Background: an optimization exercise with open tools, aiming at a short achievable clock period and few clock cycles. Do not read the settings as production practice.
Only simulation tests tie the RTL to the original design; equivalence was not proved.
Power and IR drop assume default switching activity.

===== config.mk =====
export PLATFORM = sky130hd
export DESIGN_NAME = riscv_pipeline
export DESIGN_NICKNAME = riscv_pipeline
export VERILOG_FILES = /design/flow/design.v
export SDC_FILE = /design/flow/constraint.sdc
export NUM_CORES = 4
export LEC_CHECK = 0
export CAP_MARGIN = 20
export CORE_MARGIN = 2
export CORE_UTILIZATION = 45
export SLEW_MARGIN = 20
export SYNTH_HIERARCHICAL = 1
export SYNTH_MINIMUM_KEEP_SIZE = 0

===== constraint.sdc =====
create_clock -name core_clock -period 12.0 [get_ports {clock}]
set_input_delay 2.4000 -clock core_clock [delete_from_list [all_inputs] [get_ports {clock}]]
set_output_delay 2.4000 -clock core_clock [all_outputs]
set_load 0.01 [all_outputs]

===== design.v =====
module add32 (
    input  [31:0] a,
    input  [31:0] b,
    input         cin,
    output [31:0] s
);
    wire [32:0] t = {a, cin} + {b, cin};
    assign s = t[32:1];
endmodule
module add12 (
    input  [11:0] a,
    input  [11:0] b,
    output [12:0] s
);
    assign s = {1'b0, a} + {1'b0, b};
endmodule
module eq32 (
    input  [31:0] a,
    input  [31:0] b,
    output        eq
);
    assign eq = (a == b);
endmodule
module alu_pg (
    input  [31:0] a,
    input  [31:0] b,
    output [31:0] p,
    output [31:0] g
);
    assign p = a ^ b;
    assign g = a & b;
endmodule
module alu_eq (
    input  [2:0]  op,        
    input  [31:0] p,
    input  [31:0] g,
    input  [31:0] c,
    output        eq
);
    wire [31:0] k  = p ^ c;
    wire [31:0] co = g | (p & ~c);
    wire        eq_arith = (k == {co[30:0], op == 3'd1});
    assign eq = (op == 3'd2) ? (g == c) :
                (op == 3'd3) ? ((p | g) == c) :
                (op == 3'd4) ? (p == c) : eq_arith;
endmodule
module rf_read (
    input  [991:0] r,
    input  [4:0]   sel,
    output [31:0]  q
);
    wire [1023:0] all = {r, 32'd0};
    assign q = all[sel*32 +: 32];
endmodule
module riscv_pipeline(
    input               clock,
    input               reset,
    output      [31:0]  imem_addr,
    input       [31:0]  imem_rdata,
    output      [31:0]  dmem_addr,
    output      [31:0]  dmem_wdata,
    output              dmem_we,
    input       [31:0]  dmem_rdata
    );
    localparam [6:0] OP_R  = 7'b0110011,
                     OP_LW = 7'b0000011,
                     OP_SW = 7'b0100011,
                     OP_BR = 7'b1100011;
    localparam [2:0] ALU_ADD = 3'd0,
                     ALU_SUB = 3'd1,
                     ALU_AND = 3'd2,
                     ALU_OR  = 3'd3,
                     ALU_XOR = 3'd4;
    function automatic [31:0] pick(input s, input [31:0] a, input [31:0] b);
        pick = ({32{s}} & a) | ({32{~s}} & b);
    endfunction
    reg  [31:0] fpc;                  
    reg         d_valid;
    reg  [31:0] d_ir;
    reg  [31:0] d_rf1, d_rf2;         
    reg         d_is_lw, d_is_sw;
    reg         d_brl;                
    reg         d_we;                 
    reg  [31:0] d_imm_m;              
    reg  [31:0] d_target;             
    reg  [2:0]  d_aluop;
    reg         d_dep1, d_dep2;       
    reg         d_byp1, d_byp2;       
    reg         d_pby1, d_pby2;       
    reg         x_valid;
    reg         x_we;                 
    reg  [4:0]  x_rd;
    reg         x_lw;
    reg  [2:0]  x_aluop;
    reg         x_sub, x_arith;       
    reg  [1:0]  x_lop;                
    reg  [31:0] x_a;
    reg  [31:0] x_b;                  
    reg         w_we;
    reg  [4:0]  w_rd;
    reg  [31:0] w_res;
    reg  [31:0] w_wd;                 
    reg         p_we;                 
    reg  [4:0]  p_rd;
    reg  [31:0] p_res;
    reg  [31:0] m_addr;
    reg  [31:0] m_wdata;
    reg         m_we;
    reg  [31:0] rf [1:31];
    assign imem_addr  = fpc;
    assign dmem_addr  = m_addr;
    assign dmem_wdata = m_wdata;
    assign dmem_we    = m_we;
    always @(posedge clock) begin
        if (w_we)
            rf[w_rd] <= w_wd;
    end
    wire [31:0] x_p, x_g;
    alu_pg ALU_PG (.a(x_a), .b(x_b), .p(x_p), .g(x_g));
    wire [31:0] x_sum;
    add32 ALU_ADD_SUB (.a(x_a), .b(x_b), .cin(x_sub), .s(x_sum));
    wire [31:0] x_logic = (x_lop == 2'd0) ? x_g :
                          (x_lop == 2'd1) ? (x_p | x_g) : x_p;
    wire [31:0] alu   = x_arith ? x_sum : x_logic;
    wire [31:0] x_res = x_lw ? dmem_rdata : alu;
    wire [4:0] d_rd  = d_ir[11:7];
    wire [4:0] d_rs1 = d_ir[19:15];
    wire [4:0] d_rs2 = d_ir[24:20];
    wire [31:0] v1 = d_byp1 ? w_res : d_pby1 ? p_res : d_rf1;
    wire [31:0] v2 = d_byp2 ? w_res : d_pby2 ? p_res : d_rf2;
    wire [31:0] csa_s = x_arith ? (x_p ^ d_imm_m) : (x_logic ^ d_imm_m);
    wire [31:0] csa_c = x_arith ? (x_g | (x_p & d_imm_m)) : (x_logic & d_imm_m);
    wire [31:0] addr_alu, addr_rf;
    add32 AGU_X  (.a(csa_s), .b({csa_c[30:0], 1'b0}), .cin(x_sub), .s(addr_alu));
    add32 AGU_RF (.a(v1), .b(d_imm_m), .cin(1'b0), .s(addr_rf));
    wire [31:0] d_addr = pick(d_dep1, addr_alu, addr_rf);
    wire [31:0] d_other = d_dep1 ? v2 : v1;
    wire eq_rf, eq_ld, eq_alu;
    eq32   CMP_RF  (.a(v1), .b(v2), .eq(eq_rf));
    eq32   CMP_LD  (.a(dmem_rdata), .b(d_other), .eq(eq_ld));
    alu_eq CMP_ALU (.op(x_aluop), .p(x_p), .g(x_g), .c(d_other), .eq(eq_alu));
    wire d_eq = (d_dep1 | d_dep2) ? (x_lw ? eq_ld : eq_alu) : eq_rf;
    wire d_stall = d_valid & x_lw & (d_is_lw | d_is_sw) & d_dep1;
    wire d_go = d_valid & ~d_stall;
    wire d_redirect = d_go & d_brl & d_eq;
    wire [31:0] st_data = d_dep2 ? x_res : v2;
    wire [6:0] f_op  = imem_rdata[6:0];
    wire [4:0] f_rd  = imem_rdata[11:7];
    wire f_is_r  = f_op == OP_R;
    wire f_is_lw = f_op == OP_LW;
    wire f_is_sw = f_op == OP_SW;
    wire f_is_br = f_op == OP_BR;
    wire f_same  = f_is_br & (imem_rdata[19:15] == imem_rdata[24:20]);
    wire f_brl   = f_is_br & (imem_rdata[19:15] != imem_rdata[24:20]);
    wire f_we    = (f_is_r | f_is_lw) & (f_rd != 5'd0);
    wire [11:0] f_imm_s = {imem_rdata[31:25], imem_rdata[11:7]};
    wire [31:0] f_imm_m = f_is_sw ? {{20{imem_rdata[31]}}, f_imm_s}
                                  : {{20{imem_rdata[31]}}, imem_rdata[31:20]};
    reg  [2:0] f_aluop;
    always @(*) begin
        case (imem_rdata[14:12])
            3'b111:  f_aluop = ALU_AND;
            3'b110:  f_aluop = ALU_OR;
            3'b100:  f_aluop = ALU_XOR;
            default: f_aluop = imem_rdata[30] ? ALU_SUB : ALU_ADD;
        endcase
    end
    wire [12:0] f_lo;
    add12 F_TARGET (.a(fpc[11:0]), .b(f_imm_s), .s(f_lo));
    wire [19:0] f_hi   = fpc[31:12];
    wire [19:0] f_hi_p = fpc[31:12] + 20'd1;
    wire [19:0] f_hi_m = fpc[31:12] - 20'd1;
    wire [31:0] f_hi_t = pick(f_lo[12] == f_imm_s[11], {12'd0, f_hi},
                              pick(f_lo[12], {12'd0, f_hi_p}, {12'd0, f_hi_m}));
    wire [31:0] f_target = {f_hi_t[19:0], f_lo[11:0]};
    wire [31:0] f_inc    = fpc + 32'd1;
    wire [31:0] f_seq    = pick(f_same, f_target, f_inc);
    wire [31:0] f_next   = d_stall ? fpc : pick(d_redirect, d_target, f_seq);
    wire [4:0] n_rs1 = d_stall ? d_rs1 : imem_rdata[19:15];
    wire [4:0] n_rs2 = d_stall ? d_rs2 : imem_rdata[24:20];
    wire [31:0] f_rf1, f_rf2;
    wire [991:0] rf_flat;
    genvar gi;
    generate
        for (gi = 1; gi < 32; gi = gi + 1) begin : flat
            assign rf_flat[32*gi-1 -: 32] = rf[gi];
        end
    endgenerate
    rf_read RD1 (.r(rf_flat), .sel(imem_rdata[19:15]), .q(f_rf1));
    rf_read RD2 (.r(rf_flat), .sel(imem_rdata[24:20]), .q(f_rf2));
    wire       n_xwe = d_go & d_we;
    wire       n_wwe = x_valid & x_we;
    always @(posedge clock) begin
        if (reset) begin
            fpc     <= 32'd0;
            d_valid <= 1'b0;
            d_dep1  <= 1'b0;
            d_dep2  <= 1'b0;
            d_byp1  <= 1'b0;
            d_byp2  <= 1'b0;
            d_pby1  <= 1'b0;
            d_pby2  <= 1'b0;
            x_valid <= 1'b0;
            x_we    <= 1'b0;
            x_lw    <= 1'b0;
            w_we    <= 1'b0;
            p_we    <= 1'b0;
            m_we    <= 1'b0;
        end else begin
            fpc     <= f_next;
            if (!d_stall)
                d_valid <= ~d_redirect;
            d_dep1  <= n_xwe & (d_rd == n_rs1);
            d_dep2  <= n_xwe & (d_rd == n_rs2);
            d_byp1  <= n_wwe & (x_rd == n_rs1);
            d_byp2  <= n_wwe & (x_rd == n_rs2);
            d_pby1  <= w_we & (w_rd == n_rs1);
            d_pby2  <= w_we & (w_rd == n_rs2);
            x_valid <= d_go;
            x_we    <= n_xwe;
            x_lw    <= d_go & d_is_lw;
            m_we    <= d_go & d_is_sw;
            w_we    <= n_wwe;
            p_we    <= w_we;
        end
    end
    always @(posedge clock) begin
        if (!d_stall) begin
            d_ir     <= imem_rdata;
            d_is_lw  <= f_is_lw;
            d_is_sw  <= f_is_sw;
            d_brl    <= f_brl;
            d_we     <= f_we;
            d_imm_m  <= f_imm_m;
            d_target <= f_target;
            d_aluop  <= f_aluop;
        end
        d_rf1    <= d_stall ? v1 : f_rf1;
        d_rf2    <= d_stall ? v2 : f_rf2;
        x_rd     <= d_rd;
        x_aluop  <= d_aluop;
        x_sub    <= d_aluop == ALU_SUB;
        x_arith  <= (d_aluop == ALU_ADD) | (d_aluop == ALU_SUB);
        x_lop    <= (d_aluop == ALU_AND) ? 2'd0 : (d_aluop == ALU_OR) ? 2'd1 : 2'd2;
        x_a      <= d_dep1 ? x_res : v1;
        x_b      <= (d_dep2 ? x_res : v2) ^ {32{d_aluop == ALU_SUB}};
        m_addr   <= d_addr;
        m_wdata  <= st_data;
        w_rd     <= x_rd;
        w_res    <= x_res;
        if (n_wwe)
            w_wd <= x_res;
        p_rd     <= w_rd;
        p_res    <= w_res;
    end
endmodule

===== flow/run.sh =====
#!/bin/bash
# Layout: the standard flow (standard.sh, standard synthesis unchanged),
# with a timing-repair target well below the 12 ns clock, so that the repair
# works on every path and not only on ones that fail 12 ns; repairs may use
# any cell footprint, and the port buffers are strong buffers rather than the
# default delay cell. Everything else is the standard flow.
set -uo pipefail
bash standard.sh \
    SETUP_SLACK_MARGIN=8.3 \
    MATCH_CELL_FOOTPRINT=0 \
    'BUFFER_PORTS_ARGS=-buffer_cell sky130_fd_sc_hd__buf_8' \
    finish > standard_flow.log 2>&1
status=$?
cp -f orfs/logs/*/*/*/*.log . 2>/dev/null || true
exit $status

===== standard.sh =====
#!/bin/bash
# synth_recipe.tcl (not shown) runs the flow's synth.tcl, then flattens the netlist and writes it again
# the make line also repeats each setting of config.mk as NAME=value (left out here)
make -C /OpenROAD-flow-scripts/flow DESIGN_CONFIG=/design/flow/config.mk WORK_HOME=/design/flow/orfs CLKGATE_MAP_FILE= SYNTH_SCRIPT=/design/flow/synth_recipe.tcl "${@:-finish}"

==> impl_results.md, run 1 <==
- Internal power: ~0.0096 W
- Critical Path, Cell by Cell: buf_8 -> xor2_1 -> or2_2 -> o31ai_1 -> o32ai_4 -> buf_4 -> a211o_1
- Die area: 0.168 mm²
- Final HPWL DP: 166,000 µm
- Synth Area in XOR/XNOR: 0.0417
- Status: finished with violations
- Antenna violations before repair: 10
- WP buf/inv: 2
- Final core occ: 0.558
- Max-slew headroom: -0.00588
- Height of the die: just over 400 µm
- Dpl cells: ~7,700
- Routed wire per std cell: ~33 µm
- Most common cell after layout, fill and taps aside: edfxtp_1
- SO Faults: max-capacitance violations, max-slew violations
- Non-Filler Instances: 8,315
- Crit Path Max Fanout: 67
- Die width: between 400 and 500 µm
- Max reg flops: 992
- Synth-to-Final Area Change: 22.9%
- Max-slew violation count: 1
- Fin crit share: 0.406
- Multi-input logic area: 0.0355 mm²
- Register cell area after layout: around 0.039 mm²
- Drc violations: 0
- Top_reg_cell synth: edfxtp_1
- CTS Hold Buffers Added: 0
- Leakage: around 33 nW
- Syn. warnings: 7
- Sink Count: ~1,400
- Main combinational cell family by area after synthesis: multiplexers
- Detailed Route WL: around 280,000 µm
- CP Data Arrival Time: between 5000 and 6000 ps
- Share of layout cells above drive strength 1: 0.313
- Gr usage total: 0.316
- Post-Route Setup TNS: 0 ps
- Post-place setup slack: 5730 ps
- Post-synth EDFFs: 1,090
- Adder-cell share of the synthesized area: 0.0300
- Post-synth ARST share: 0
- Post-placement cell area: approximately 0.079 mm²
- Tightest Pin Transition: approximately 1500 ps
- Register with the most flip-flops: rf
- Gate Count Post-Synth: 5,615
- Initial DRC Count: 7,133
- Clk_skew: around 49 ps
- CP endpoint kind: register
- Core area: between 0.15 and 0.2 mm²
- Worst path required time: ~13,000 ps
- Synthesized area: roughly 0.074 mm²
- Compound-cell area share of the yosys netlist: 0.119
- #FFs+latches synth: about 1,400
- First-pass GRT wire length: ~380,000 µm
- Fill count: 13,179
- Hold Crit Class: reg2reg
- RSZ-0062 raised after global routing: yes
- Reg clk slew, reported paths: 60 ps
- Synth Area in Simple Gates: 0.0767
- Worst-skew pair later-pin latency: a little over 800 ps
- Final WS setup: just over 7000 ps
- Final Cell Area: around 0.091 mm²
- Synthesized area per cell: around 13 µm²
- Most frequent cells in the layout: edfxtp_1 (1,090), mux4_2 (384), nand2_1 (308)
- TritonCTS clock tree: built
- # rows: roughly 150
- Logic gate share of total power: 0.245
- NumNets Final: ~6,200
- CTS Buf Count: 156
- Largest net degree at the start of global routing: a little under 90
- IO buf count: between 150 and 200
- Number of global-route vias before repair: around 52,000
- Mux contribution to synthesized area: 0.175
- Max-Cap Viols: 1
- Clock share of power: 0.350
- Sw Pwr: around 0.0042 W
- Maximum clock rate: approximately 0.21 GHz
- Pwr dens: ~150 mW/mm²
- Post-DR vias/cell: 6.58
- Min Tclk post-route: 4880 ps
- Hold Fails Final Rpt: 0
- CP top delay family: compound AO/OA/AOI/OAI gates
- WS Path Type: in2reg
- RD Place Congestion: 0.972
- Clock buffer depth: 3
- Library cells used by synthesis: between 90 and 100
- Clock Tree Root: clkbuf_16
- VDD IR max: 159 µV
- Io pins: 163
- Seq/Total Area, Yosys: 0.528
- DRT antenna net count: 0
- Grt ovf: 0
- Sw frac: 0.305
- Slowest Stage Delay on Critical Path: 1210 ps
- DR pass1 iterations: 6
- CP max-delay cell: o31ai_1
- Final setup fails: 0
- H-tree depth: 4
- Initial core utilization: 0.454
- Worst Setup Start Kind: input pin
- Sequential cell fraction of total power: 0.405
- Routed vias: roughly 55,000
[path summary, 6_finish.rpt]
path / start / end / slack, ps / cells past startpoint
setup / recovery: imem_rdata[19] / fpc[30] / 7120 / 7
hold / removal: w_res[8] / p_res[8] / 350 / 0
setup reg to reg: d_pby1 / fpc[31] / 7540 / 21
hold reg to reg: w_res[8] / p_res[8] / 350 / 0
[cells in the mapped netlist (10+ instances only)]
| cell type | number | area share |
|---|---|---|
| a2111oi_0 | 10 | 0.0012 |
| a211oi_1 | 85 | 0.0086 |
| a21o_1 | 111 | 0.011 |
| a21oi_1 | 219 | 0.015 |
| a221oi_1 | 42 | 0.0050 |
| a22o_1 | 196 | 0.023 |
| a22oi_1 | 43 | 0.0044 |
| a31o_2 | 10 | 0.0012 |
| a31oi_1 | 25 | 0.0021 |
| and2_1 | 76 | 0.0064 |
| and3_1 | 26 | 0.0022 |
| and4_1 | 14 | 0.0017 |
| buf_1 | 27 | 0.0014 |
| buf_2 | 41 | 0.0028 |
| buf_4 | 34 | 0.0035 |
| buf_6 | 23 | 0.0035 |
| clkbuf_1 | 263 | 0.013 |
| dfxtp_1 | 317 | 0.086 |
| edfxtp_1 | 1090 | 0.44 |
| ha_1 | 171 | 0.029 |
| inv_1 | 96 | 0.0049 |
| mux2_2 | 133 | 0.020 |
| mux2i_1 | 276 | 0.037 |
| mux4_2 | 384 | 0.12 |
| nand2_1 | 323 | 0.016 |
| nand2b_1 | 29 | 0.0025 |
| nand3_1 | 53 | 0.0036 |
| nand4_1 | 65 | 0.0055 |
| nor2_1 | 281 | 0.014 |
| nor2b_1 | 61 | 0.0052 |
| nor3_1 | 73 | 0.0049 |
| nor4_1 | 40 | 0.0034 |
| o211ai_1 | 20 | 0.0020 |
| o21a_1 | 12 | 0.0012 |
| o21ai_0 | 143 | 0.0097 |
| o21ai_1 | 67 | 0.0045 |
| o22ai_1 | 71 | 0.0060 |
| o31ai_1 | 106 | 0.011 |
| or3_1 | 45 | 0.0038 |
| or4_1 | 13 | 0.0013 |
| xnor2_1 | 165 | 0.020 |
| xor2_1 | 187 | 0.022 |
[layout make-up]
cell class | count | share of cell area
sequential | 1407 | 0.432
clock buffer | 216 | 0.0478
timing repair buffer | 613 | 0.0858
multi-input combinational | 3729 | 0.391
clock inverter | 74 | 0.00900
antenna | 4 | 0.000110
tap | 2175 | 0.0299
inverter | 97 | 0.00451
[per-layer routing]
layer,part of all wire,vias to the layer above,track usage
met5,0.00012,-,0
met4,0.049,4,0.131
met3,0.098,552,0.0650
met2,0.46,3074,0.490
met1,0.40,28167,0.432
li1,-,22898,-
[power by group through the flow]
stage	Sequential [W]	Combinational [W]	Clock [W]
global route	0.00563	0.00358	0.00510
floorplan	0.00565	0.00188	0
CTS	0.00561	0.00315	0.00491
finish	0.00561	0.00339	0.00485
global placement	0.00569	0.00298	0
detailed placement	0.00570	0.00296	0
[repair_timing]
action,4_1_cts,5_1_grt
pin swaps,64,101
cloned,23,22
resized for setup,551,301
endpoints found under the setup margin,263,236
setup buffers,145,134
[per-module statistics from Yosys (local to each module, per instance)]
module / times used / flops+latches
rf_read: 2 / 0
add32: 3 / 0
eq32: 2 / 0
alu_pg: 1 / 0
riscv_pipeline: 1 / 1407
alu_eq: 1 / 0
add12: 1 / 0
[per-stage QoR]
stage                     hold WS (ps)  total power [W]
after floorplan                    348          0.00753
after global placement             355          0.00867
after detailed placement           358          0.00865
after CTS                          349           0.0137
after global routing               356           0.0143
final                              352           0.0139
[logic make-up after synthesis]
group | after synthesis
flip-flops | 1407
other | 1
AO/OA/AOI/OAI | 1258
adder cells (fa/ha/maj) | 175
multiplexers | 793
AND/OR/NAND/NOR | 1144
buffers and inverters | 485
XOR/XNOR | 352
Testbench counts, summed over its fixed seeds: cycles 25,994.
==> run 2: changes to the inputs <==
--- a/design.v
+++ b/design.v
@@ -1 +1,36 @@
+module pg32 (
+    input  [31:0] a,
+    input  [31:0] b,
+    output [31:0] p,
+    output [31:0] g
+);
+    assign p = a ^ b;
+    assign g = a & b;
+endmodule
+module ks32 (
+    input  [31:0] p,
+    input  [31:0] g,
+    input         cin,
+    output [31:0] s
+);
+    wire [31:0] G0, P0, G1, P1, G2, P2, G3, P3, G4, P4, G5;
+    assign G0 = {g[31:1], g[0] | (p[0] & cin)};
+    assign P0 = p;
+    genvar i;
+    generate
+        for (i = 0; i < 32; i = i + 1) begin : lvl
+            if (i >= 1)  begin : a1 assign G1[i] = G0[i] | (P0[i] & G0[i-1]);  assign P1[i] = P0[i] & P0[i-1];  end
+            else         begin : b1 assign G1[i] = G0[i];                       assign P1[i] = P0[i];             end
+            if (i >= 2)  begin : a2 assign G2[i] = G1[i] | (P1[i] & G1[i-2]);  assign P2[i] = P1[i] & P1[i-2];  end
+            else         begin : b2 assign G2[i] = G1[i];                       assign P2[i] = P1[i];             end
+            if (i >= 4)  begin : a3 assign G3[i] = G2[i] | (P2[i] & G2[i-4]);  assign P3[i] = P2[i] & P2[i-4];  end
+            else         begin : b3 assign G3[i] = G2[i];                       assign P3[i] = P2[i];             end
+            if (i >= 8)  begin : a4 assign G4[i] = G3[i] | (P3[i] & G3[i-8]);  assign P4[i] = P3[i] & P3[i-8];  end
+            else         begin : b4 assign G4[i] = G3[i];                       assign P4[i] = P3[i];             end
+            if (i >= 16) begin : a5 assign G5[i] = G4[i] | (P4[i] & G4[i-16]); end
+            else         begin : b5 assign G5[i] = G4[i];                       end
+        end
+    endgenerate
+    assign s = p ^ {G5[30:0], cin};
+endmodule
 module add32 (
@@ -6,4 +41,35 @@
 );
-    wire [32:0] t = {a, cin} + {b, cin};
-    assign s = t[32:1];
+    wire [31:0] p, g;
+    pg32 PG (.a(a), .b(b), .p(p), .g(g));
+    ks32 KS (.p(p), .g(g), .cin(cin), .s(s));
+endmodule
+module pg12 (
+    input  [11:0] a,
+    input  [11:0] b,
+    output [11:0] p,
+    output [11:0] g
+);
+    assign p = a ^ b;
+    assign g = a & b;
+endmodule
+module ks12 (
+    input  [11:0] p,
+    input  [11:0] g,
+    output [12:0] s
+);
+    wire [11:0] G1, P1, G2, P2, G3, P3, G4;
+    genvar i;
+    generate
+        for (i = 0; i < 12; i = i + 1) begin : lvl
+            if (i >= 1) begin : a1 assign G1[i] = g[i] | (p[i] & g[i-1]);    assign P1[i] = p[i] & p[i-1];   end
+            else        begin : b1 assign G1[i] = g[i];                      assign P1[i] = p[i];            end
+            if (i >= 2) begin : a2 assign G2[i] = G1[i] | (P1[i] & G1[i-2]); assign P2[i] = P1[i] & P1[i-2]; end
+            else        begin : b2 assign G2[i] = G1[i];                     assign P2[i] = P1[i];           end
+            if (i >= 4) begin : a3 assign G3[i] = G2[i] | (P2[i] & G2[i-4]); assign P3[i] = P2[i] & P2[i-4]; end
+            else        begin : b3 assign G3[i] = G2[i];                     assign P3[i] = P2[i];           end
+            if (i >= 8) begin : a4 assign G4[i] = G3[i] | (P3[i] & G3[i-8]); end
+            else        begin : b4 assign G4[i] = G3[i];                     end
+        end
+    endgenerate
+    assign s = {G4[11], p ^ {G4[10:0], 1'b0}};
 endmodule
@@ -14,3 +80,15 @@
 );
-    assign s = {1'b0, a} + {1'b0, b};
+    wire [11:0] p, g;
+    pg12 PG (.a(a), .b(b), .p(p), .g(g));
+    ks12 KS (.p(p), .g(g), .s(s));
+endmodule
+module sel20 (
+    input  [19:0] hi,
+    input  [19:0] hi_p,
+    input  [19:0] hi_m,
+    input         keep,
+    input         up,
+    output [19:0] q
+);
+    assign q = keep ? hi : (up ? hi_p : hi_m);
 endmodule
@@ -172,8 +250,10 @@
     wire [19:0] f_hi_m = fpc[31:12] - 20'd1;
-    wire [31:0] f_hi_t = pick(f_lo[12] == f_imm_s[11], {12'd0, f_hi},
-                              pick(f_lo[12], {12'd0, f_hi_p}, {12'd0, f_hi_m}));
-    wire [31:0] f_target = {f_hi_t[19:0], f_lo[11:0]};
+    wire [19:0] f_hi_t;
+    sel20 F_TARGET_HI (.hi(f_hi), .hi_p(f_hi_p), .hi_m(f_hi_m),
+                       .keep(f_lo[12] == f_imm_s[11]), .up(f_lo[12]), .q(f_hi_t));
+    wire [31:0] f_target = {f_hi_t, f_lo[11:0]};
     wire [31:0] f_inc    = fpc + 32'd1;
-    wire [31:0] f_seq    = pick(f_same, f_target, f_inc);
-    wire [31:0] f_next   = d_stall ? fpc : pick(d_redirect, d_target, f_seq);
+    wire [31:0] f_other  = d_stall ? fpc : pick(d_redirect, d_target, f_inc);
+    wire        f_take   = f_same & ~d_stall & ~d_redirect;
+    wire [31:0] f_next   = pick(f_take, f_target, f_other);
     wire [4:0] n_rs1 = d_stall ? d_rs1 : imem_rdata[19:15];
--- a/flow/run.sh
+++ b/flow/run.sh
@@ -8,3 +8,3 @@
 bash standard.sh \
-    SETUP_SLACK_MARGIN=8.3 \
+    SETUP_SLACK_MARGIN=8.0 \
     MATCH_CELL_FOOTPRINT=0 \
--- a/config.mk
+++ b/config.mk
@@ -7,6 +7,6 @@
 export LEC_CHECK = 0
-export CAP_MARGIN = 20
+export CAP_MARGIN = 40
 export CORE_MARGIN = 2
-export CORE_UTILIZATION = 45
-export SLEW_MARGIN = 20
+export CORE_UTILIZATION = 40
+export SLEW_MARGIN = 40
 export SYNTH_HIERARCHICAL = 1
==> impl_results.md, run 2 <==
- Fin crit share: 0.356 (-0.0506)
- Hold Crit Class: reg2reg
- NumNets Final: 6,000 (-3.9%)
- Register with the most flip-flops: rf
- Status: complete, no violations
- Clk_skew: 42.1 ps (-7.07 ps)
- Internal power: 0.00959 W (-0.37%)
- Worst reg-to-reg path cell count: 20 (-4.8%)
- Number of global-route vias before repair: 50,398 (-3.7%)
- Clock buffer depth: 3 (unchanged)
- Sink Count: 1,407 (unchanged)
- Tightest Pin Transition: 951 ps (-545 ps)
- Detailed Route WL: 260,000 µm (-6.0%)
- Pwr dens: 156 mW/mm² (+2.6%)
- Compound-cell area share of the yosys netlist: 0.117 (-0.00263)
- Critical Path Source: d_pby1
- Post-placement cell area: 0.0793 mm² (+0.54%)
- Initial DRC Count: 5,223 (-27%)
- Clock share of power: 0.346 (-0.004)
- Hold path depth: 0 (unchanged)
- DRT antenna net count: 0 (unchanged)
- CP endpoint kind: register
- Most frequent cells after synthesis: edfxtp_1 (1,090), mux4_2 (384), mux2i_1 (361)
- CTS Buf Count: 151 (-3.2%)
- Min Tclk post-route: 4270 ps (-607 ps)
- Worst path required time: 12,750 ps (+80 ps)
- # rows: 157 (+6.1%)
- Gr usage total: 0.268 (-0.0473)
- VDD IR max: 140 µV (-11%)
- Die width: 434 µm (+5.9%)
- Height of the die: 434 µm (+5.9%)
- WS Path Type: reg2reg
- Seq/Total Area, Yosys: 0.529 (+0.000859)
- Sw Pwr: 0.00419 W (-1.0%)
- Register cell area after layout: 0.0391 mm² (-0.42%)
- Gate Count Post-Synth: 5,512 (-1.8%)
- Max-slew violation count: 0 (-1)
- Mux contribution to synthesized area: 0.187 (+0.0120)
- First-pass GRT wire length: 363,000 µm (-5.0%)
- Synth Area in Simple Gates: 0.0648 (-0.0119)
- Synthesized area per cell: 13.4 µm² (+1.7%)
- Library cells used by synthesis: 103 (+6.2%)
- Final HPWL DP: 160,000 µm (-3.4%)
- Drc violations: 0 (unchanged)
- Final setup fails: 0 (unchanged)
- Maximum clock rate: 0.234 GHz (+14%)
- H-tree depth: 4 (unchanged)
- Die area: 0.188 mm² (+12%)
- Max-slew headroom: 0.366 (+0.372)
- Routed vias: 51,248 (-6.3%)
- Syn. warnings: 7 (unchanged)
- Antenna violations before repair: 5 (-5)
- Fill count: 15,761 (+20%)
- Initial core utilization: 0.403 (-0.0510)
- #FFs+latches synth: 1,407 (unchanged)
- Crit Path Max Fanout: 8 (-88%)
- Synth area leaders: edfxtp_1 (44%), mux4_2 (12%), dfxtp_1 (8.6%)
- Routed wire per std cell: 31.1 µm (-6.4%)
- TritonCTS clock tree: built
- Worst-skew pair later-pin latency: 830 ps (about the same)
- Reg clk slew, reported paths: 60 ps (about the same)
- Sw frac: 0.304 (-0.00139)
- Most frequent cell after synthesis: edfxtp_1
- Max-Cap Viols: 0 (-1)
- Post-Route Setup TNS: 0 ps (unchanged)
- Main combinational cell family by area after synthesis: multiplexers
- IO buf count: 162 (unchanged)
- Synth top area share: 0.443 (+0.000720)
- Most frequent cells in the layout: edfxtp_1 (1,090), mux4_2 (384), mux2i_1 (356)
- Leakage: 32.0 nW (-2.3%)
- FF-to-FF Start: d_pby1
- RSZ-0062 raised after global routing: yes
- Largest net degree at the start of global routing: 81 (-6.9%)
- Grt ovf: 0 (unchanged)
- Synth Area in XOR/XNOR: 0.0430 (+0.00137)
- Final Cell Area: 0.0881 mm² (-3.1%)
- Top_reg_cell synth: edfxtp_1
- Hold Path Origin: w_res[22]
- Io pins: 163 (unchanged)
- Post-synth ARST share: 0 (unchanged)
- Synthesized area: 0.0739 mm² (-0.16%)
- Post-DR vias/cell: 6.14 (-6.7%)
- Max reg flops: 992 (unchanged)
- Share of layout cells above drive strength 1: 0.275 (-0.0388)
- RD Place Congestion: 0.970 (-0.21%)
- CP Data Arrival Time: 5020 ps (-530 ps)
- Clock Tree Root: clkbuf_16
- DR pass1 iterations: 6 (unchanged)
- Sequential cell fraction of total power: 0.409 (+0.004)
- Hold Fails Final Rpt: 0 (unchanged)
- Multi-input logic area: 0.0346 mm² (-2.7%)
- Logic gate share of total power: 0.245 (about the same)
- Core area: 0.183 mm² (+12%)
- Synth-to-Final Area Change: 19.3%
- Area leader, netlist: edfxtp_1
- Most common cell after layout, fill and taps aside: edfxtp_1
- Worst Setup Start Kind: register
- Post-synth EDFFs: 1,090 (unchanged)
- Adder-cell share of the synthesized area: 0.0307 (+0.000659)
-- run 2: changes by cell type in the layout (fill, tap and decap cells not counted), moves of 33 or more --
cell / delta
dfxtp_2: -37
dfxtp_1: +69
o21ai_0: +37
buf_4: -110
a22o_1: +52
a221oi_1: -33
mux2i_1: +83
o21ai_4: -33
nor2b_1: -35
-- run 2: power by group through the flow --
stage | clock network [W] | registers, W | logic, W
finish | 0.00477 | 0.00564 | 0.00337
global route | 0.00501 | 0.00566 | 0.00357
CTS | 0.00483 | 0.00564 | 0.00319
detailed placement | 0 | 0.00573 | 0.00300
global placement | 0 | 0.00572 | 0.00301
floorplan | 0 | 0.00567 | 0.00193
-- run 2: repair_timing --
action,CTS,global route
gates resized for setup,365,146
buffers inserted,59,68
gates cloned,24,10
hold buffers,0,0
endpoints found under the setup margin,178,117
pin swaps,60,74
-- run 2: final cells by class --
class	count	area share
sequential	1407	0.444
multi-input combinational	3656	0.392
timing repair buffer	446	0.0668
clock buffer	203	0.0490
tap	2464	0.0350
clock inverter	78	0.00862
inverter	91	0.00406
antenna	3	0.0000852
-- run 2: logic make-up (layout without fill, tap and decap cells) --
| kind of cell | Yosys count | after routing |
|---|---|---|
| buf+inv | 451 | 818 |
| mux | 879 | 879 |
| simple gates | 987 | 987 |
| compound gates | 1243 | 1244 |
| other cells | 1 | 5 |
| xor+xnor | 363 | 363 |
| flops | 1407 | 1407 |
| fa+ha+maj | 181 | 181 |
-- run 2: worst paths after layout --
kind                             endpoint  slack (ps)
worst min register to register  p_res[22]         360
worst max register to register   register        7730
worst min-delay path            p_res[22]         360
worst max-delay path             register        7730
-- run 2: per-layer routing --
layer,GRT usage,share of wire,up-vias,wire [µm]
met2,0.442,0.48,2345,124000
li1,-,-,22121,-
met3,0.0424,0.074,476,19100
met4,0.106,0.043,2,11300
met5,0,0.000069,-,18
met1,0.355,0.40,26304,105000
-- run 2: metrics by stage --
stage               setup slack [ps]  hold WS (ps)  total power, W  instances  utilization
floorplan                       7470           348         0.00760       5513            -
global placement                5750           355         0.00873       7864        0.430
detailed placement              5780           357         0.00872       7902        0.433
CTS                             7850           353          0.0137       8266        0.473
global route                    7600           375          0.0142       8346        0.481
finish                          7730           364          0.0138       8348        0.481
-- run 2: worst max-delay path: stages (launching register included) --
cell,delay [ps]
dfxtp_4,450
buf_12,190
buf_4,130
mux2i_1,170
nor2_1,70
a21oi_2,170
nor2_1,90
a21o_4,270
a22oi_2,190
o221ai_2,120
or4_1,530
o31a_1,320
o211ai_4,270
nand2b_4,100
a311oi_4,360
buf_12,160
buf_8,120
a22oi_1,70
nor2_1,250
a31oi_4,40
o21ai_1,100
-- run 2: Yosys stat by module (local to each module, per instance), a selection --
module	times used	cells	flops+latches	area, µm²
pg12	1	12	0	150
ks32	3	207	0	1300
riscv_pipeline	1	2885	1407	48500
rf_read	2	688	0	8130
alu_eq	1	274	0	1920
sel20	1	66	0	419
pg32	3	32	0	400
ks12	1	64	0	415
alu_pg	1	32	0	400
Testbench counts of run 2, summed over its fixed seeds: cycles 25,994.
==> run 3: changes to the inputs <==
--- a/design.v
+++ b/design.v
@@ -85,10 +85,16 @@
 module sel20 (
-    input  [19:0] hi,
-    input  [19:0] hi_p,
-    input  [19:0] hi_m,
-    input         keep,
-    input         up,
+    input  [19:0] a,
+    input  [19:0] b,
+    input         s,
     output [19:0] q
 );
-    assign q = keep ? hi : (up ? hi_p : hi_m);
+    assign q = s ? a : b;
+endmodule
+module sel32 (
+    input  [31:0] a,
+    input  [31:0] b,
+    input         s,
+    output [31:0] q
+);
+    assign q = s ? a : b;
 endmodule
@@ -250,5 +256,6 @@
     wire [19:0] f_hi_m = fpc[31:12] - 20'd1;
+    wire [19:0] f_hi_c  = f_imm_s[11] ? f_hi   : f_hi_p;
+    wire [19:0] f_hi_nc = f_imm_s[11] ? f_hi_m : f_hi;
     wire [19:0] f_hi_t;
-    sel20 F_TARGET_HI (.hi(f_hi), .hi_p(f_hi_p), .hi_m(f_hi_m),
-                       .keep(f_lo[12] == f_imm_s[11]), .up(f_lo[12]), .q(f_hi_t));
+    sel20 F_TARGET_HI (.a(f_hi_c), .b(f_hi_nc), .s(f_lo[12]), .q(f_hi_t));
     wire [31:0] f_target = {f_hi_t, f_lo[11:0]};
@@ -257,3 +264,4 @@
     wire        f_take   = f_same & ~d_stall & ~d_redirect;
-    wire [31:0] f_next   = pick(f_take, f_target, f_other);
+    wire [31:0] f_next;
+    sel32 F_NEXT (.a(f_target), .b(f_other), .s(f_take), .q(f_next));
     wire [4:0] n_rs1 = d_stall ? d_rs1 : imem_rdata[19:15];
--- a/flow/run.sh
+++ b/flow/run.sh
@@ -8,3 +8,3 @@
 bash standard.sh \
-    SETUP_SLACK_MARGIN=8.0 \
+    SETUP_SLACK_MARGIN=8.3 \
     MATCH_CELL_FOOTPRINT=0 \
--- a/config.mk
+++ b/config.mk
@@ -9,3 +9,3 @@
 export CORE_MARGIN = 2
-export CORE_UTILIZATION = 40
+export CORE_UTILIZATION = 45
 export SLEW_MARGIN = 40
==> impl_results.md, run 3 <==
- Antenna violations before repair: 4 (-1)
- TritonCTS clock tree: built
- Synth-to-Final Area Change: 21.2%
- Most frequent cell after synthesis: edfxtp_1
- Die width: 412 µm (-5.1%)
- Maximum clock rate: 0.218 GHz (-7.1%)
- Final core occ: 0.550 (+0.0687)
- VDD IR max: 130 µV (-7.3%)
- Leakage: 32.8 nW (+2.5%)
- Grt peak-use layer: met2
- CTS Buf Count: 155 (+2.6%)
- Final HPWL DP: 159,000 µm (-0.80%)
- Compound-cell area share of the yosys netlist: 0.123 (+0.00631)
- Share of layout cells above drive strength 1: 0.317 (+0.0423)
- Most frequent cells in the layout: edfxtp_1 (1,090), mux4_2 (384), nand2_1 (298)
- Worst Setup Start Kind: input pin
- Routed wire per std cell: 32.2 µm (+3.3%)
- Crit Path Max Fanout: 8 (unchanged)
- CP Data Arrival Time: 5290 ps (+270 ps)
- Top_reg_cell synth: edfxtp_1
- Max-slew headroom: 0.348 (-0.0178)
- Number of global-route vias before repair: 51,770 (+2.7%)
- Main combinational cell family by area after synthesis: multiplexers
- Io pins: 163 (unchanged)
- Worst path required time: 12,690 ps (-60 ps)
- Most frequent cells after synthesis: edfxtp_1 (1,090), mux4_2 (384), dfxtp_1 (317)
- Routed vias: 52,940 (+3.3%)
- Initial DRC Count: 5,559 (+6.4%)
- Gr usage total: 0.304 (+0.0361)
- Met3 Use GR: 0.0517 (+0.00929)
- Initial core utilization: 0.453 (+0.0505)
- Synth top area share: 0.437 (-0.00571)
- Library cells used by synthesis: 108 (+4.9%)
- GRT met2 Usage: 0.492 (+0.0500)
- R2r setup slk: 7430 ps (-300 ps)
- Post-synth ARST share: 0 (unchanged)
- Gate Count Post-Synth: 5,639 (+2.3%)
- Tightest Pin Transition: 977 ps (+26.7 ps)
- Multi-input logic area: 0.0360 mm² (+4.1%)
- Sink Count: 1,407 (unchanged)
- Syn. warnings: 7 (unchanged)
- Hold path depth: 0 (unchanged)
- Reg-to-reg endpoint: fpc[29]
- Synthesized area: 0.0748 mm² (+1.3%)
- Final setup fails: 0 (unchanged)
- Die area: 0.170 mm² (-9.9%)
- Synth Area in Simple Gates: 0.0702 (+0.00540)
- Status: complete, no violations
- Fill count: 13,380 (-15%)
- H-tree depth: 4 (unchanged)
- Clock Tree Root: clkbuf_16
- Worst reg-to-reg path cell count: 19 (-5.0%)
- Post-Route Setup TNS: 0 ps (unchanged)
- WS Path Type: in2reg
- # rows: 149 (-5.1%)
- Hold Path Origin: w_res[31]
- CP endpoint kind: register
- Detailed Route WL: 266,000 µm (+2.3%)
- DR pass1 iterations: 5 (-1)
- Post-DR vias/cell: 6.41 (+4.3%)
- Fin crit share: 0.383 (+0.0270)
- Clk_skew: 27.4 ps (-14.8 ps)
- Mux contribution to synthesized area: 0.182 (-0.00486)
- Drc violations: 0 (unchanged)
- Min Tclk post-route: 4590 ps (+325 ps)
- Adder-cell share of the synthesized area: 0.0303 (-0.000395)
- Max-Cap Viols: 0 (unchanged)
- Met1 GRT Util: 0.406 (+0.0512)
- FF-to-FF Start: d_pby1
- Register with the most flip-flops: rf
- Largest net degree at the start of global routing: 86 (+6.2%)
- Register cell area after layout: 0.0393 mm² (+0.39%)
- IO buf count: 162 (unchanged)
- RD Place Congestion: 0.995 (+2.5%)
- Post-synth EDFFs: 1,090 (unchanged)
- Pwr dens: 153 mW/mm² (-1.9%)
- Max reg flops: 992 (unchanged)
- Seq/Total Area, Yosys: 0.522 (-0.00681)
- Synth Area in XOR/XNOR: 0.0397 (-0.00336)
- Clock buffer depth: 3 (unchanged)
- Height of the die: 412 µm (-5.1%)
- #FFs+latches synth: 1,407 (unchanged)
- RSZ-0062 raised after global routing: yes
- WHS Endpoint: p_res[31]
- Core area: 0.165 mm² (-10%)
- First-pass GRT wire length: 372,000 µm (+2.4%)
- NumNets Final: 6,191 (+3.2%)
- Grt ovf: 0 (unchanged)
- DRT antenna net count: 0 (unchanged)
- CTS Hold Buffers Added: 0 (unchanged)
- Area leader, netlist: edfxtp_1
- Synthesized area per cell: 13.3 µm² (-0.98%)
- Synth area leaders: edfxtp_1 (44%), mux4_2 (12%), dfxtp_1 (8.5%)
- Reg clk slew, reported paths: 60 ps (about the same)
- Hold Crit Class: reg2reg
- Hold Fails Final Rpt: 0 (unchanged)
- Worst-skew pair later-pin latency: 820 ps (about the same)
- Max-slew violation count: 0 (unchanged)
- Most common cell after layout, fill and taps aside: edfxtp_1
run 3: cell count changes after synthesis, sizes merged, moves of 25 or more:
| cell | change |
|---|---|
| a21oi | +98 |
| mux2i | -96 |
| mux2 | +53 |
| nor2b | +52 |
| o21ai | -52 |
| inv | +41 |
| a22o | -40 |
| nor2 | +33 |
| xnor2 | -32 |
| nand2 | -31 |
| o31ai | +31 |
| clkbuf | +25 |
run 3: modules after synthesis (local to each module, per instance), a selection:
module	cells inside	flops+latches	cell area (µm²)	copies in the design
eq32	43	0	347	2
ks12	64	0	415	1
ks32	207	0	1300	3
rf_read	688	0	8130	2
sel20	22	0	323	1
sel32	36	0	544	1
run 3: layout make-up:
type	count	share of cell area
timing repair buffer	523	0.0777
clock inverter	73	0.00864
tap	2189	0.0302
sequential	1407	0.433
antenna	2	0.0000552
clock buffer	214	0.0472
multi-input combinational	3725	0.397
inverter	132	0.00580
run 3: worst max path at each step:
stage,startpoint,end,slack [ps],cells after the start
finish,dmem_rdata[23],fpc[29],7410,13
global route,d_pby1,fpc[23],7300,21
CTS,d_pby1,fpc[21],7550,20
detailed placement,imem_rdata[22],d_rf2[22],5830,9
global placement,imem_rdata[22],d_rf2[22],5820,9
floorplan,dmem_rdata[13],fpc[14],7450,12
run 3: routing by layer:
| layer | wire length [µm] | share of wire | vias up |
|---|---|---|---|
| met1 | 106000 | 0.40 | 27111 |
| li1 | - | - | 22669 |
| met3 | 21500 | 0.081 | 574 |
| met5 | 6 | 0.000023 | - |
| met2 | 125000 | 0.47 | 2584 |
| met4 | 12900 | 0.049 | 2 |
run 3: critical path, stage by stage:
cell	delay (ps)
buf_8	100
xor2_1	300
nor4_1	110
nand4_1	220
nor2_4	100
nand2_1	250
a311oi_4	140
buf_4	170
buf_12	140
nor4_4	550
clkbuf_16	320
mux2_2	340
nor2b_1	130
run 3: kinds of logic (layout without fill, tap and decap cells):
logic type,after synthesis,after routing
buffers and inverters,511,942
muxes,836,836
AOI/OAI and AO/OA,1306,1309
xor gates and xnor gates,339,339
DFF,1407,1407
and+or+nand+nor,1058,1058
adders and majority gates,181,181
other,1,4
run 3: metrics by stage:
stage | power (W) | hold slack, ps | setup WS (ps) | std cells | cell area, µm²
after floorplan | 0.00755 | 348 | 7450 | 5640 | 75300
after global placement | 0.00860 | 354 | 5820 | 7702 | 79200
after detailed placement | 0.00859 | 359 | 5830 | 7740 | 79700
after CTS | 0.0137 | 361 | 7550 | 8187 | 88900
after global routing | 0.0144 | 373 | 7300 | 8263 | 90700
final | 0.0139 | 358 | 7410 | 8265 | 90700
run 3: what timing repair did:
action	in CTS	in global routing
setup buffers	114	59
pin swaps	78	86
endpoints found under the setup margin	266	167
resized for setup	587	217
hold endpoints to repair	0	0
cloned	46	15
run 3: where the power goes:
| part | switching (W) | total (W) | internal (W) |
|---|---|---|---|
| clock network | 0.00203 | 0.00480 | 0.00277 |
| logic | 0.00203 | 0.00352 | 0.00149 |
| registers | 0.000165 | 0.00560 | 0.00543 |
Testbench counts of run 3, summed over its fixed seeds: cycles 25,994.
==> run 4: changes to the inputs <==
--- a/design.v
+++ b/design.v
@@ -179,3 +179,3 @@
     reg         x_sub, x_arith;       
-    reg  [1:0]  x_lop;                
+    reg  [2:0]  x_lop;                
     reg  [31:0] x_a;
@@ -205,4 +205,4 @@
     add32 ALU_ADD_SUB (.a(x_a), .b(x_b), .cin(x_sub), .s(x_sum));
-    wire [31:0] x_logic = (x_lop == 2'd0) ? x_g :
-                          (x_lop == 2'd1) ? (x_p | x_g) : x_p;
+    wire [31:0] x_logic = ({32{x_lop[0]}} & x_g) | ({32{x_lop[1]}} & (x_p | x_g)) |
+                          ({32{x_lop[2]}} & x_p);
     wire [31:0] alu   = x_arith ? x_sum : x_logic;
@@ -221,8 +221,8 @@
     wire [31:0] d_other = d_dep1 ? v2 : v1;
-    wire eq_rf, eq_ld, eq_alu;
+    wire eq_rf, eq_alu;
     eq32   CMP_RF  (.a(v1), .b(v2), .eq(eq_rf));
-    eq32   CMP_LD  (.a(dmem_rdata), .b(d_other), .eq(eq_ld));
     alu_eq CMP_ALU (.op(x_aluop), .p(x_p), .g(x_g), .c(d_other), .eq(eq_alu));
-    wire d_eq = (d_dep1 | d_dep2) ? (x_lw ? eq_ld : eq_alu) : eq_rf;
-    wire d_stall = d_valid & x_lw & (d_is_lw | d_is_sw) & d_dep1;
+    wire d_eq = (d_dep1 | d_dep2) ? eq_alu : eq_rf;
+    wire d_stall = d_valid & x_lw & (((d_is_lw | d_is_sw) & d_dep1) |
+                                     (d_brl & (d_dep1 | d_dep2)));
     wire d_go = d_valid & ~d_stall;
@@ -262,6 +262,7 @@
     wire [31:0] f_inc    = fpc + 32'd1;
-    wire [31:0] f_other  = d_stall ? fpc : pick(d_redirect, d_target, f_inc);
-    wire        f_take   = f_same & ~d_stall & ~d_redirect;
-    wire [31:0] f_next;
-    sel32 F_NEXT (.a(f_target), .b(f_other), .s(f_take), .q(f_next));
+    wire [31:0] f_other  = d_stall ? fpc : f_inc;
+    wire        f_take   = f_same & ~d_stall;
+    wire [31:0] f_seq, f_next;
+    sel32 F_SEQ  (.a(f_target), .b(f_other), .s(f_take), .q(f_seq));
+    sel32 F_NEXT (.a(d_target), .b(f_seq), .s(d_redirect), .q(f_next));
     wire [4:0] n_rs1 = d_stall ? d_rs1 : imem_rdata[19:15];
@@ -331,3 +332,3 @@
         x_arith  <= (d_aluop == ALU_ADD) | (d_aluop == ALU_SUB);
-        x_lop    <= (d_aluop == ALU_AND) ? 2'd0 : (d_aluop == ALU_OR) ? 2'd1 : 2'd2;
+        x_lop    <= {d_aluop == ALU_XOR, d_aluop == ALU_OR, d_aluop == ALU_AND};
         x_a      <= d_dep1 ? x_res : v1;
==> impl_results.md, run 4 <==
- Pwr dens: 152 mW/mm² (-1.2%)
- Slowest Stage Delay on Critical Path: 460 ps (-90 ps)
- CP max-delay cell: dfxtp_4
- CTS Buf Count: 152 (-1.9%)
- Clock Tree Root: clkbuf_16
- Largest net degree at the start of global routing: 74 (-14%)
- Gr usage total: 0.289 (-0.0153)
- Clock buffer depth: 3 (unchanged)
- Worst reg-to-reg path cell count: 18 (-1)
- Synth area leaders: edfxtp_1 (44%), mux4_2 (12%), dfxtp_1 (8.6%)
- CP endpoint kind: register
- Hold Path Origin: w_res[16]
- NumNets Final: 6,106 (-1.4%)
- Seq/Total Area, Yosys: 0.527 (+0.00473)
- TritonCTS clock tree: built
- Final HPWL DP: 150,000 µm (-5.8%)
- Dpl cells: 7,710 (-0.39%)
- Die area: 0.168 mm² (-0.84%)
- #FFs+latches synth: 1,408 (+0.071%)
- WHS Endpoint: p_res[16]
- VDD IR max: 141 µV (+8.1%)
- R2r setup slk: 7830 ps (+400 ps)
- Post-synth EDFFs: 1,090 (unchanged)
- Leakage: 32.2 nW (-1.7%)
- Grt ovf: 0 (unchanged)
- Max-slew headroom: 0.430 (+0.0813)
- # rows: 149 (unchanged)
- Critical Path, Cell by Cell: buf_6 -> mux2i_1 -> o21a_1 -> inv_1 -> a21o_1 -> xnor2_2 -> nand4_1 -> nor4_2 -> nand4_1 -> o31a_1 -> o211ai_2 -> nor3b_4 -> a21oi_4 -> nor2_4 -> buf_12 -> clkbuf_16 -> mux2_4 -> nor2b_1
- Share of layout cells above drive strength 1: 0.309 (-0.00836)
- RSZ-0062 raised after global routing: yes
- Die width: 410 µm (-0.42%)
- CP top delay family: simple AND/OR/NAND/NOR gates
- H-tree depth: 4 (unchanged)
- Syn. warnings: 7 (unchanged)
- Reg clk slew, reported paths: 60 ps (about the same)
- Worst Setup Start Kind: register
- CP Data Arrival Time: 4860 ps (-430 ps)
- Post-synth ARST share: 0 (unchanged)
- Reg-to-reg endpoint: fpc[21]
- Area leader, netlist: edfxtp_1
- Top_reg_cell synth: edfxtp_1
- Detailed Route WL: 250,000 µm (-5.7%)
- Min Tclk post-route: 4170 ps (-422 ps)
- Drc violations: 0 (unchanged)
- Initial core utilization: 0.451 (-0.00231)
- Clk_skew: 30.3 ps (+2.98 ps)
- Cell mode on critical path: nand4_1
- Max reg flops: 992 (unchanged)
- RD Place Congestion: 0.965 (-3.0%)
- Gate Count Post-Synth: 5,587 (-0.92%)
- Sink Count: 1,408 (+0.071%)
- Maximum clock rate: 0.240 GHz (+10%)
- Worst path required time: 12,690 ps (about the same)
- CTS Hold Buffers Added: 0 (unchanged)
- Max-Cap Viols: 0 (unchanged)
- Status: complete, no violations
- Most frequent cells in the layout: edfxtp_1 (1,090), mux4_2 (384), mux2i_1 (286)
- Number of global-route vias before repair: 50,952 (-1.6%)
- Io pins: 163 (unchanged)
- Synthesized area: 0.0742 mm² (-0.85%)
- Fill count: 13,402 (+0.16%)
- First-pass GRT wire length: 354,000 µm (-4.8%)
- Library cells used by synthesis: 92 (-15%)
- IO buf count: 162 (unchanged)
- Synthesized area per cell: 13.3 µm² (about the same)
- Fin crit share: 0.348 (-0.0352)
- Most frequent cells after synthesis: edfxtp_1 (1,090), mux4_2 (384), dfxtp_1 (318)
- Post-DR vias/cell: 6.30 (-1.7%)
- Most common cell after layout, fill and taps aside: edfxtp_1
- Hold Crit Class: reg2reg
- Most frequent cell after synthesis: edfxtp_1
- DR pass1 iterations: 6 (+1)
- Hold Fails Final Rpt: 0 (unchanged)
- Routed vias: 51,507 (-2.7%)
- WP buf/inv: 4 (unchanged)
- Height of the die: 410 µm (-0.42%)
- Routed wire per std cell: 30.6 µm (-4.8%)
- Post-Route Setup TNS: 0 ps (unchanged)
- Antenna violations before repair: 1 (-3)
- Core area: 0.164 mm² (-0.34%)
- WS Path Type: reg2reg
- Worst-skew pair later-pin latency: 820 ps (about the same)
- Final setup fails: 0 (unchanged)
- Crit Path Max Fanout: 8 (unchanged)
- Synth top area share: 0.441 (+0.00373)
- Hold path depth: 0 (unchanged)
- DRT antenna net count: 0 (unchanged)
- FF-to-FF Start: d_pby2
- Synth-to-Final Area Change: 20.6%
- Non-Filler Instances: 8,179 (-1.0%)
- Initial DRC Count: 5,653 (+1.7%)
- Max-slew violation count: 0 (unchanged)
- Tightest Pin Transition: 856 ps (-122 ps)
- Register with the most flip-flops: rf
[run 4: changes by cell type after synthesis, sizes merged, moves of 20 or more]
cell	before	now
o22ai	95	69
a211oi	103	82
o21a	12	44
a21o	128	93
inv	132	152
o31ai	103	72
nor2	293	247
o21ai	219	280
a22oi	5	52
mux2i	267	289
[run 4: kinds of logic (layout without fill, tap and decap cells)]
family | after synthesis | in the layout | synth area share
and+or+nand+nor | 1001 | 1001 | 0.0668
muxes | 859 | 859 | 0.188
xor gates and xnor gates | 324 | 324 | 0.0383
AOI/OAI and AO/OA | 1288 | 1288 | 0.116
adders and majority gates | 181 | 181 | 0.0305
DFF | 1408 | 1408 | 0.527
buffers and inverters | 525 | 926 | 0.0331
other | 1 | 3 | 0.0000506
[run 4: Yosys stat by module (local to each module, per instance), a selection]
module | copies in the design | area, µm² | cells inside | flip-flops and latches
riscv_pipeline | 1 | 48200 | 2975 | 1408
rf_read | 2 | 8130 | 688 | 0
alu_eq | 1 | 1920 | 274 | 0
ks32 | 3 | 1300 | 207 | 0
sel32 | 2 | 544 | 36 | 0
ks12 | 1 | 415 | 64 | 0
alu_pg | 1 | 400 | 32 | 0
pg32 | 3 | 400 | 32 | 0
sel20 | 1 | 323 | 22 | 0
pg12 | 1 | 150 | 12 | 0
[run 4: per-stage QoR]
stage	instance area, µm²	hold slack (ps)	setup slack (ps)	power, W	util
3_5_place_dp	79300	358	6170	0.00835	0.482
2_1_floorplan	74700	351	7420	0.00740	-
4_1_cts	88200	358	7910	0.0134	0.536
3_3_place_gp	78800	355	6170	0.00835	0.479
5_1_grt	89400	378	7750	0.0140	0.544
6_report	89400	370	7830	0.0136	0.544
[run 4: layout make-up]
cell class              count  area, µm²  share of cell area
repair buffers            490       6600              0.0738
diodes                      1       2.50           0.0000280
flip-flops and latches   1408      39300               0.440
clock buffers             187       4180              0.0467
well taps                2189       2740              0.0306
multi-input cells        3655      35100               0.392
clock inverters            97        948              0.0106
inverters                 152        589             0.00659
[run 4: metal layers]
metal | track usage | wire, µm | part of all wire | up-vias
met2 | 0.483 | 123000 | 0.49 | 2312
met3 | 0.0451 | 18200 | 0.073 | 508
met4 | 0.114 | 10700 | 0.043 | 2
li1 | - | - | - | 22361
met5 | 0 | 13 | 0.000052 | -
met1 | 0.379 | 98900 | 0.39 | 26324
[run 4: how the worst max path moves through the flow]
stage          cells after the start      startpoint  slack [ps]         to
6_report                          18          d_pby2        7830    fpc[21]
5_1_grt                           18          d_pby2        7750    fpc[31]
4_1_cts                           18          d_pby1        7910    fpc[28]
3_5_place_dp                       9  imem_rdata[17]        6170  d_rf1[26]
3_3_place_gp                       9  imem_rdata[22]        6170  d_rf2[16]
2_1_floorplan                     11  imem_rdata[27]        7420    fpc[12]
[run 4: timing repair]
| action | 4_1_cts | 5_1_grt |
|---|---|---|
| setup buffers | 97 | 35 |
| pin swaps | 59 | 54 |
| hold endpoints to repair | 0 | 0 |
| endpoints found under the setup margin | 259 | 188 |
| resized for setup | 606 | 161 |
| gates cloned | 37 | 15 |
[run 4: report_power, final]
part / switching (W) / internal, W
registers: 0.000156 / 0.00542
clock network: 0.00204 / 0.00276
logic: 0.00183 / 0.00136
[run 4: worst reg2reg max path: stages (launching register included)]
cell       delay [ps]
dfxtp_4           460
buf_6             240
mux2i_1           210
o21a_1            230
inv_1             150
a21o_1            280
xnor2_2           250
nand4_1           190
nor4_2            320
nand4_1           170
o31a_1            160
o211ai_2          160
nor3b_4           240
a21oi_4            90
nor2_4            140
buf_12            140
clkbuf_16         180
mux2_4            300
nor2b_1           140
Testbench counts of run 4, summed over its fixed seeds: cycles 26,076.
==> run 5: changes to the inputs <==
--- a/design.v
+++ b/design.v
@@ -266,3 +266,3 @@
     sel32 F_SEQ  (.a(f_target), .b(f_other), .s(f_take), .q(f_seq));
-    sel32 F_NEXT (.a(d_target), .b(f_seq), .s(d_redirect), .q(f_next));
+    sel32 F_NEXT (.a(d_target & ~{32{reset}}), .b(f_seq), .s(d_redirect | reset), .q(f_next));
     wire [4:0] n_rs1 = d_stall ? d_rs1 : imem_rdata[19:15];
@@ -282,4 +282,4 @@
     always @(posedge clock) begin
+        fpc <= f_next;
         if (reset) begin
-            fpc     <= 32'd0;
             d_valid <= 1'b0;
@@ -298,3 +298,2 @@
         end else begin
-            fpc     <= f_next;
             if (!d_stall)
==> impl_results.md, run 5 <==
- Status: complete, no violations
- Io pins: 163 (unchanged)
- Share of layout cells above drive strength 1: 0.319 (+0.0104)
- Dpl cells: 7,686 (-0.31%)
- Non-Filler Instances: 8,211 (+0.39%)
- DRT antenna net count: 0 (unchanged)
- CTS Hold Buffers Added: 0 (unchanged)
- Final setup fails: 0 (unchanged)
- Slowest Stage Delay on Critical Path: 550 ps (+90 ps)
- CP max-delay cell: or4_1
- Tightest Pin Transition: 870 ps (+14.2 ps)
- Final HPWL DP: 153,000 µm (+1.9%)
- Max-slew headroom: 0.420 (-0.00948)
- Crit Path Max Fanout: 8 (unchanged)
- WS Path Type: reg2reg
- NumNets Final: 6,139 (+0.54%)
- CP endpoint kind: register
- Height of the die: 410 µm (about the same)
- Library cells used by synthesis: 97 (+5.4%)
- RSZ-0062 raised after global routing: yes
- Hold Crit Class: reg2reg
- Initial DRC Count: 5,978 (+5.7%)
- Post-synth EDFFs: 1,090 (unchanged)
- H-tree depth: 4 (unchanged)
- Die area: 0.168 mm² (+0.11%)
- CP top delay family: compound AO/OA/AOI/OAI gates
- # rows: 149 (unchanged)
- Clock buffer depth: 3 (unchanged)
- Most frequent cells after synthesis: edfxtp_1 (1,090), mux4_2 (384), dfxtp_1 (318)
- Antenna violations before repair: 3 (+2)
- Synth top area share: 0.441 (-0.000491)
- Min Tclk post-route: 3990 ps (-183 ps)
- Post-Route Setup TNS: 0 ps (unchanged)
- Clock Tree Root: clkbuf_16
- Most frequent cells in the layout: edfxtp_1 (1,090), mux4_2 (384), mux2i_1 (287), nand2_1 (287), buf_4 (218)
- Final core occ: 0.548 (+0.00445)
- CP Data Arrival Time: 4690 ps (-170 ps)
- #FFs+latches synth: 1,408 (unchanged)
- Post-placement cell area: 0.0792 mm² (-0.12%)
- IO buf count: 162 (unchanged)
- Most common cell after layout, fill and taps aside: edfxtp_1
- Ant. Diodes: 0 (-1)
- Hold Fails Final Rpt: 0 (unchanged)
- Worst Setup Start Kind: register
- Gr usage total: 0.298 (+0.00920)
- Register with the most flip-flops: rf
- Synth-to-Final Area Change: 21.4%
- VDD IR max: 138 µV (-1.6%)
- Drc violations: 0 (unchanged)
- Gate Count Post-Synth: 5,572 (-0.27%)
- Max-slew violation count: 0 (unchanged)
- Clk_skew: 35.5 ps (+5.18 ps)
- WP buf/inv: 2 (-2)
- Most frequent cell after synthesis: edfxtp_1
- Die width: 410 µm (about the same)
- TritonCTS clock tree: built
- Number of global-route vias before repair: 51,311 (+0.70%)
- Synthesized area: 0.0743 mm² (+0.11%)
- Max reg flops: 992 (unchanged)
- Syn. warnings: 7 (unchanged)
- Fill count: 13,335 (-0.50%)
- DR pass1 iterations: 6 (unchanged)
- Seq/Total Area, Yosys: 0.526 (-0.000586)
- Fin crit share: 0.332 (-0.0153)
- Worst path required time: 12,700 ps (about the same)
- Routed vias: 52,223 (+1.4%)
- Detailed Route WL: 257,000 µm (+2.7%)
- Post-DR vias/cell: 6.36 (+0.99%)
- First-pass GRT wire length: 364,000 µm (+2.8%)
- Max-Cap Viols: 0 (unchanged)
- Final Cell Area: 0.0902 mm² (+0.82%)
- Worst-skew pair later-pin latency: 830 ps (about the same)
- Sink Count: 1,408 (unchanged)
- Area leader, netlist: edfxtp_1
- Maximum clock rate: 0.251 GHz (+4.6%)
- RD Place Congestion: 1.01 (+4.5%)
- Multi-input logic area: 0.0353 mm² (+0.60%)
- Synthesized area per cell: 13.3 µm² (+0.38%)
- CTS Buf Count: 154 (+1.3%)
- Reg clk slew, reported paths: 70 ps (about the same)
- Synth area leaders: edfxtp_1 (44%), mux4_2 (12%), dfxtp_1 (8.6%)
- Grt ovf: 0 (unchanged)
- Leakage: 32.5 nW (+0.87%)
- Register cell area after layout: 0.0393 mm² (about the same)
- Largest net degree at the start of global routing: 73 (-1.4%)
- Top_reg_cell synth: edfxtp_1
- Routed wire per std cell: 31.3 µm (+2.3%)
- Critical Path, Cell by Cell: clkbuf_16 -> mux2i_1 -> nor2_1 -> a21oi_2 -> inv_2 -> ha_1 -> or2_2 -> ha_1 -> o211ai_2 -> a211oi_4 -> o21ai_4 -> a311oi_4 -> or4_1 -> a21oi_2 -> xnor2_1 -> mux2_4
- Initial core utilization: 0.452 (+0.000502)
- Post-synth ARST share: 0 (unchanged)
- Pwr dens: 161 mW/mm² (+6.2%)
- Core area: 0.164 mm² (unchanged)
-- run 5: cell count changes in the layout (fill, tap and decap cells not counted), sizes merged, moves of 8 or more --
cell and delta:
a21oi -10, nor2 -8, nand3 +8, xor2 -13
clkbuf +18, xnor2 +14, buf +37
-- run 5: layout make-up --
class | count | area share
inverter | 150 | 0.00666
tap | 2189 | 0.0304
clock inverter | 83 | 0.0100
multi-input combinational | 3646 | 0.391
timing repair inverter | 3 | 0.000999
sequential | 1408 | 0.436
timing repair buffer | 529 | 0.0775
clock buffer | 203 | 0.0473
-- run 5: path summary, 6_finish.rpt --
path	start	to	cells past startpoint	slack [ps]
hold / removal	w_res[3]	p_res[3]	0	360
setup / recovery	d_pby1	m_addr[28]	16	8010
hold reg to reg	w_res[3]	p_res[3]	0	360
setup reg to reg	d_pby1	m_addr[28]	16	8010
-- run 5: Yosys stat by module, one instance, submodules excluded, excerpt --
module | cells inside | flops+latches
riscv_pipeline | 2960 | 1408
rf_read | 688 | 0
alu_eq | 274 | 0
ks32 | 207 | 0
sel32 | 36 | 0
ks12 | 64 | 0
alu_pg | 32 | 0
pg32 | 32 | 0
pg12 | 12 | 0
-- run 5: logic make-up after synthesis --
| logic type | share of synthesized area |
|---|---|
| AOI/OAI and AO/OA | 0.116 |
| muxes | 0.189 |
| adders and majority gates | 0.0305 |
| other | 0.0000505 |
| and+or+nand+nor | 0.0663 |
| buffers and inverters | 0.0337 |
| xor gates and xnor gates | 0.0383 |
| DFF | 0.526 |
-- run 5: routing by layer --
| layer | part of all wire | track usage |
|---|---|---|
| met5 | 0.000051 | 0 |
| met4 | 0.039 | 0.108 |
| met3 | 0.079 | 0.0500 |
| met2 | 0.48 | 0.495 |
| met1 | 0.40 | 0.395 |
-- run 5: where the power goes --
| group | internal (W) | switching (W) |
|---|---|---|
| clock network | 0.00282 | 0.00205 |
| logic | 0.00177 | 0.00215 |
| registers | 0.00553 | 0.000200 |
| total | 0.0101 | 0.00440 |
-- run 5: metrics by stage --
stage	hold WS [ps]	power [W]	worst slack, ps
floorplan	351	0.00797	7440
global placement	355	0.00909	5870
detailed placement	358	0.00910	5890
CTS	354	0.0144	7970
global route	366	0.0150	7910
finish	363	0.0145	8010
-- run 5: repair_timing --
action,CTS,global route
gates cloned,49,8
setup endpoints to repair,271,159
pin swaps,78,57
resized for setup,679,163
setup buffers,108,71
Testbench counts of run 5, summed over its fixed seeds: cycles 26,076.

==> port drivers added, routing unchanged <==
Ports are ideal in the flow. The routed layouts listed here were re-timed in OpenROAD. Step 1 (the two cells are an assumption about what drives the block):
set clk [get_ports {clock}]
set_driving_cell -lib_cell sky130_fd_sc_hd__clkbuf_16 $clk
set_driving_cell -lib_cell sky130_fd_sc_hd__buf_2 [delete_from_list [all_inputs] $clk]
Step 2 also shifts input and output timing later by t, the mid clock arrival at the registers, as if the neighbouring blocks saw the same clock. Three values: ideal ports, drivers, drivers and shift; two values: the first two.
run	t (ns)	setup WS [ns]	slew at the worst register clock pin (ns)	pins driven straight from the clock port
run 1	0.891	7.124 / 7.165 / 6.274	0.07 / 0.07	1
run 2	0.891	7.731 / 7.731 / 6.897	0.07 / 0.07	1
run 3	0.893	7.407 / 7.426 / 6.560	0.07 / 0.07	1
run 4	0.899	7.828 / 7.828 / 7.040	0.07 / 0.07	1
run 5	0.895	8.012 / 7.995 / 7.099	0.07 / 0.07	1
The setup slack of run 5, which loses most, moves by -0.017 ns with the drivers and by -0.913 ns with both steps.
